This is an optimization exercise on Yosys and OpenROAD, whose aim is small area and a short achievable clock period, not a production implementation.
At most, simulation tests tie the RTL to the original design; equivalence was not proved.
The clock port is modelled as an ideal driver, which makes a skipped or thinned clock tree look cheaper than it is; a real chip needs a root buffer or a tree.
No activity file was given, so power comes from the tool's default toggle rates.

==> flow/design.v <==
module FSM_out
(
    input             clk,
    input             reset_n,
    input             req,
    input             fifo_empty,
    input      [63:0] fifo_data,    
    output reg        remove,       
    output reg        load,         
    output reg        strobe_out,
    output reg        data_end,
    output reg  [7:0] data_out
);
reg [3:0] state;
reg       shift;
reg       hold;
reg [55:0] buf_q;
wire idle = (state == 4'd0);
wire start = idle && req && !fifo_empty;
always @(posedge clk)
begin
    if (!reset_n)
    begin
        state  <= 4'd0;
        remove <= 1'b0;
        load   <= 1'b0;
        shift  <= 1'b0;
        hold   <= 1'b1;
    end
    else
    begin
        if (idle)
            state <= start ? 4'd1 : 4'd0;
        else if (state == 4'd10)
            state <= 4'd0;
        else
            state <= state + 4'd1;
        remove <= start;
        load   <= (state == 4'd1);
        shift  <= (state >= 4'd2) && (state <= 4'd8);
        hold   <= !((state >= 4'd1) && (state <= 4'd8));
    end
end
always @(posedge clk)
    buf_q <= fifo_data[63:8] | ({56{shift}} & {8'd0, buf_q[55:8]});
wire [7:0] data_next = fifo_data[7:0] | ({8{shift}} & buf_q[7:0]) | ({8{hold}} & data_out);
always @(posedge clk)
begin
    if (!reset_n)
    begin
        strobe_out <= 1'b0;
        data_end   <= 1'b0;
        data_out   <= 8'd0;
    end
    else
    begin
        data_out <= data_next;
        if (load)
            strobe_out <= 1'b1;
        if (state == 4'd9)
            data_end <= 1'b1;
        else if (state == 4'd10)
        begin
            strobe_out <= 1'b0;
            data_end   <= 1'b0;
        end
    end
end
endmodule
module module_64_8
#(parameter width = 64, parameter depth = 8)
(
    input   clk,
    input   reset_n,
    input   strobe_in,
    input   [width-1:0] input_data,
    input   req_data,
    output  ready,
    output  data_end,
    output  strobe_out,
    output  [7:0] data_out,
    output  [$clog2(depth)-1:0] write_counter
);
localparam aw = $clog2(depth);
reg [width-1:0] mem [depth-1:0];
reg [depth-1:0] rd_ptr;
reg [depth-1:0] rd_sel;
reg [depth-1:0] wr_en;
reg [depth:0]  level;
reg [aw-1:0]   count_q;
wire full  = level[depth];
wire empty = level[0];
wire write = strobe_in && !full;
wire remove;
wire load;
function [aw-1:0] level_count;
    input [depth:0] l;
    integer k;
    begin
        level_count = 0;
        for (k = 0; k <= depth; k = k + 1)
            level_count = level_count | ({aw{l[k]}} & k[aw-1:0]);
    end
endfunction
wire [depth:0] level_w  = remove ? level : {level[depth-1:0], 1'b0};
wire [depth:0] level_nw = remove ? {1'b0, level[depth:1]} : level;
wire [depth-1:0] wr_en_w  = (level[depth-1] && !remove) ? {depth{1'b0}} : {wr_en[depth-2:0], wr_en[depth-1]};
wire [depth-1:0] wr_en_nw = wr_en | ({depth{full && remove}} & rd_ptr);
assign write_counter = count_q;
assign ready = empty;
always @(posedge clk)
begin
    if (!reset_n)
    begin
        level   <= 1;
        count_q <= 0;
        wr_en   <= 1;
    end
    else if (write)
    begin
        level   <= level_w;
        count_q <= level_count(level_w);
        wr_en   <= wr_en_w;
    end
    else
    begin
        level   <= level_nw;
        count_q <= level_count(level_nw);
        wr_en   <= wr_en_nw;
    end
end
always @(posedge clk)
begin
    if (!reset_n)
    begin
        rd_ptr <= 1;
        rd_sel <= 0;
    end
    else
    begin
        if (load)
            rd_ptr <= {rd_ptr[depth-2:0], rd_ptr[depth-1]};
        rd_sel <= remove ? rd_ptr : {depth{1'b0}};
    end
end
integer i;
always @(posedge clk)
begin
    for (i = 0; i < depth; i = i + 1)
        if (wr_en[i])
            mem[i] <= input_data;
end
reg [width-1:0] rd_data;
always @*
begin
    rd_data = 0;
    for (i = 0; i < depth; i = i + 1)
        rd_data = rd_data | ({width{rd_sel[i]}} & mem[i]);
end
FSM_out FSM_out_1
(
    .clk        (clk),
    .reset_n    (reset_n),
    .req        (req_data),
    .fifo_empty (empty),
    .fifo_data  (rd_data),
    .remove     (remove),
    .load       (load),
    .strobe_out (strobe_out),
    .data_end   (data_end),
    .data_out   (data_out)
);
endmodule
==> flow/config.mk <==
export PLATFORM = sky130hd
export DESIGN_NAME = module_64_8
export DESIGN_NICKNAME = module_64_8
export VERILOG_FILES = /design/flow/design.v
export SDC_FILE = /design/flow/constraint.sdc
export NUM_CORES = 4
export LEC_CHECK = 0
export CAP_MARGIN = 20
export CORE_MARGIN = 2
export CORE_UTILIZATION = 60
export SETUP_SLACK_MARGIN = 3.4
export SLEW_MARGIN = 20
==> flow/constraint.sdc <==
create_clock -name core_clock -period 5.0 [get_ports {clk}]
set_input_delay 1.0000 -clock core_clock [delete_from_list [all_inputs] [get_ports {clk}]]
set_output_delay 1.0000 -clock core_clock [all_outputs]
set_load 0.01 [all_outputs]
standard.sh (not shown) runs the stock make flow with config.mk's settings and CLKGATE_MAP_FILE= SYNTH_SCRIPT=/design/flow/synth_recipe.tcl, a recipe that flattens the netlist after the stock synthesis.
==> flow/flow/run.sh <==
#!/bin/bash
# The standard ORFS layout, with the port buffers made of buf_1 cells (instead of the
# delay cells buffer_ports picks by default), timing repair free to change a cell's
# footprint, a clock tree of about 20 flip-flops per leaf buffer, and the top of the
# clock tree reshaped after CTS (flow/clock_top.tcl).
set -euo pipefail
W=$(pwd)
bash standard.sh MATCH_CELL_FOOTPRINT=0 \
  "BUFFER_PORTS_ARGS=-buffer_cell sky130_fd_sc_hd__buf_1" \
  "CTS_ARGS=-sink_clustering_enable -repair_clock_nets -buf_list {sky130_fd_sc_hd__clkbuf_16} -sink_clustering_size 20 -sink_clustering_max_diameter 60 -dont_use_dummy_load" \
  "POST_CTS_TCL=$W/flow/clock_top.tcl" \
  finish > standard_flow.log 2>&1
Other scripts of this flow, unchanged in this note and not shown: flow/flow/clock_top.tcl
Then changed:
--- a/flow/design.v
+++ b/flow/design.v
@@ -87,25 +87,18 @@
 reg [depth-1:0] rd_sel;
 reg [depth-1:0] wr_en;
-reg [depth:0]  level;
-reg [aw-1:0]   count_q;
-wire full  = level[depth];
-wire empty = level[0];
+reg [aw:0] count;
+reg        empty;
+wire full = count[aw];
 wire write = strobe_in && !full;
 wire remove;
 wire load;
-function [aw-1:0] level_count;
-    input [depth:0] l;
-    integer k;
-    begin
-        level_count = 0;
-        for (k = 0; k <= depth; k = k + 1)
-            level_count = level_count | ({aw{l[k]}} & k[aw-1:0]);
-    end
-endfunction
-wire [depth:0] level_w  = remove ? level : {level[depth-1:0], 1'b0};
-wire [depth:0] level_nw = remove ? {1'b0, level[depth:1]} : level;
-wire [depth-1:0] wr_en_w  = (level[depth-1] && !remove) ? {depth{1'b0}} : {wr_en[depth-2:0], wr_en[depth-1]};
-wire [depth-1:0] wr_en_nw = wr_en | ({depth{full && remove}} & rd_ptr);
-assign write_counter = count_q;
+wire [depth-1:0] wr_ptr   = full ? rd_ptr : wr_en;
+wire [depth-1:0] wr_ptr_w = {wr_ptr[depth-2:0], wr_ptr[depth-1]};
+wire [aw:0] count_w  = remove ? count : count + 1'b1;
+wire [aw:0] count_nw = remove ? count - 1'b1 : count;
+wire        full_w   = (count_w == depth);
+wire        full_nw  = (count_nw == depth);
+wire        empty_nw = (count_nw == 0);
+assign write_counter = count[aw-1:0];
 assign ready = empty;
 always @(posedge clk)
@@ -113,19 +106,19 @@
     if (!reset_n)
     begin
-        level   <= 1;
-        count_q <= 0;
-        wr_en   <= 1;
+        count <= 0;
+        empty <= 1'b1;
+        wr_en <= 1;
     end
     else if (write)
     begin
-        level   <= level_w;
-        count_q <= level_count(level_w);
-        wr_en   <= wr_en_w;
+        count <= count_w;
+        empty <= 1'b0;
+        wr_en <= full_w ? {depth{1'b0}} : wr_ptr_w;
     end
     else
     begin
-        level   <= level_nw;
-        count_q <= level_count(level_nw);
-        wr_en   <= wr_en_nw;
+        count <= count_nw;
+        empty <= empty_nw;
+        wr_en <= full_nw ? {depth{1'b0}} : wr_ptr;
     end
 end
Effect: The changed run finished clean. Total power decreases by 2.4%. Setup slack improves by 0.11 ns. Sequential share of layout area went up by 0.57 points. Die area goes down by 1.6%. Routed wire length drops by 2.5%. Clock skew rises by 0.019 ns. Final cell count decreases by 3.3%.
Only the layout flow was run in the first run of this note; the RTL was not checked for function there. No run of this note takes its clock network from TritonCTS; it comes from the design's own scripts or RTL.

==> port drivers added, routing unchanged <==
How much do the figures lean on ideal ports? The routed layouts below were timed once more, with nothing changed but the port constraints. Step 1, drivers: a clkbuf_16 drives clk and a buf_2 each remaining input, both assumed. Step 2 moves the port delays by t, midway between the first and last clock arrival at a register: inputs arrive t later, outputs are due t later. That takes back most of the time a late clock gives input paths. Three values: ideal ports, drivers, drivers and shift; two values: the first two.
run	t (ns)	slack for setup (ns)	cell pins on the clock port's net
the first run	0.470	3.158 / 3.028 / 2.885	4
the second run	0.461	3.273 / 3.036 / 3.079	4
After both steps setup and hold are still met in every run listed. The setup slack of the first run, which loses most, moves by -0.130 ns with the drivers and by -0.273 ns with both steps.
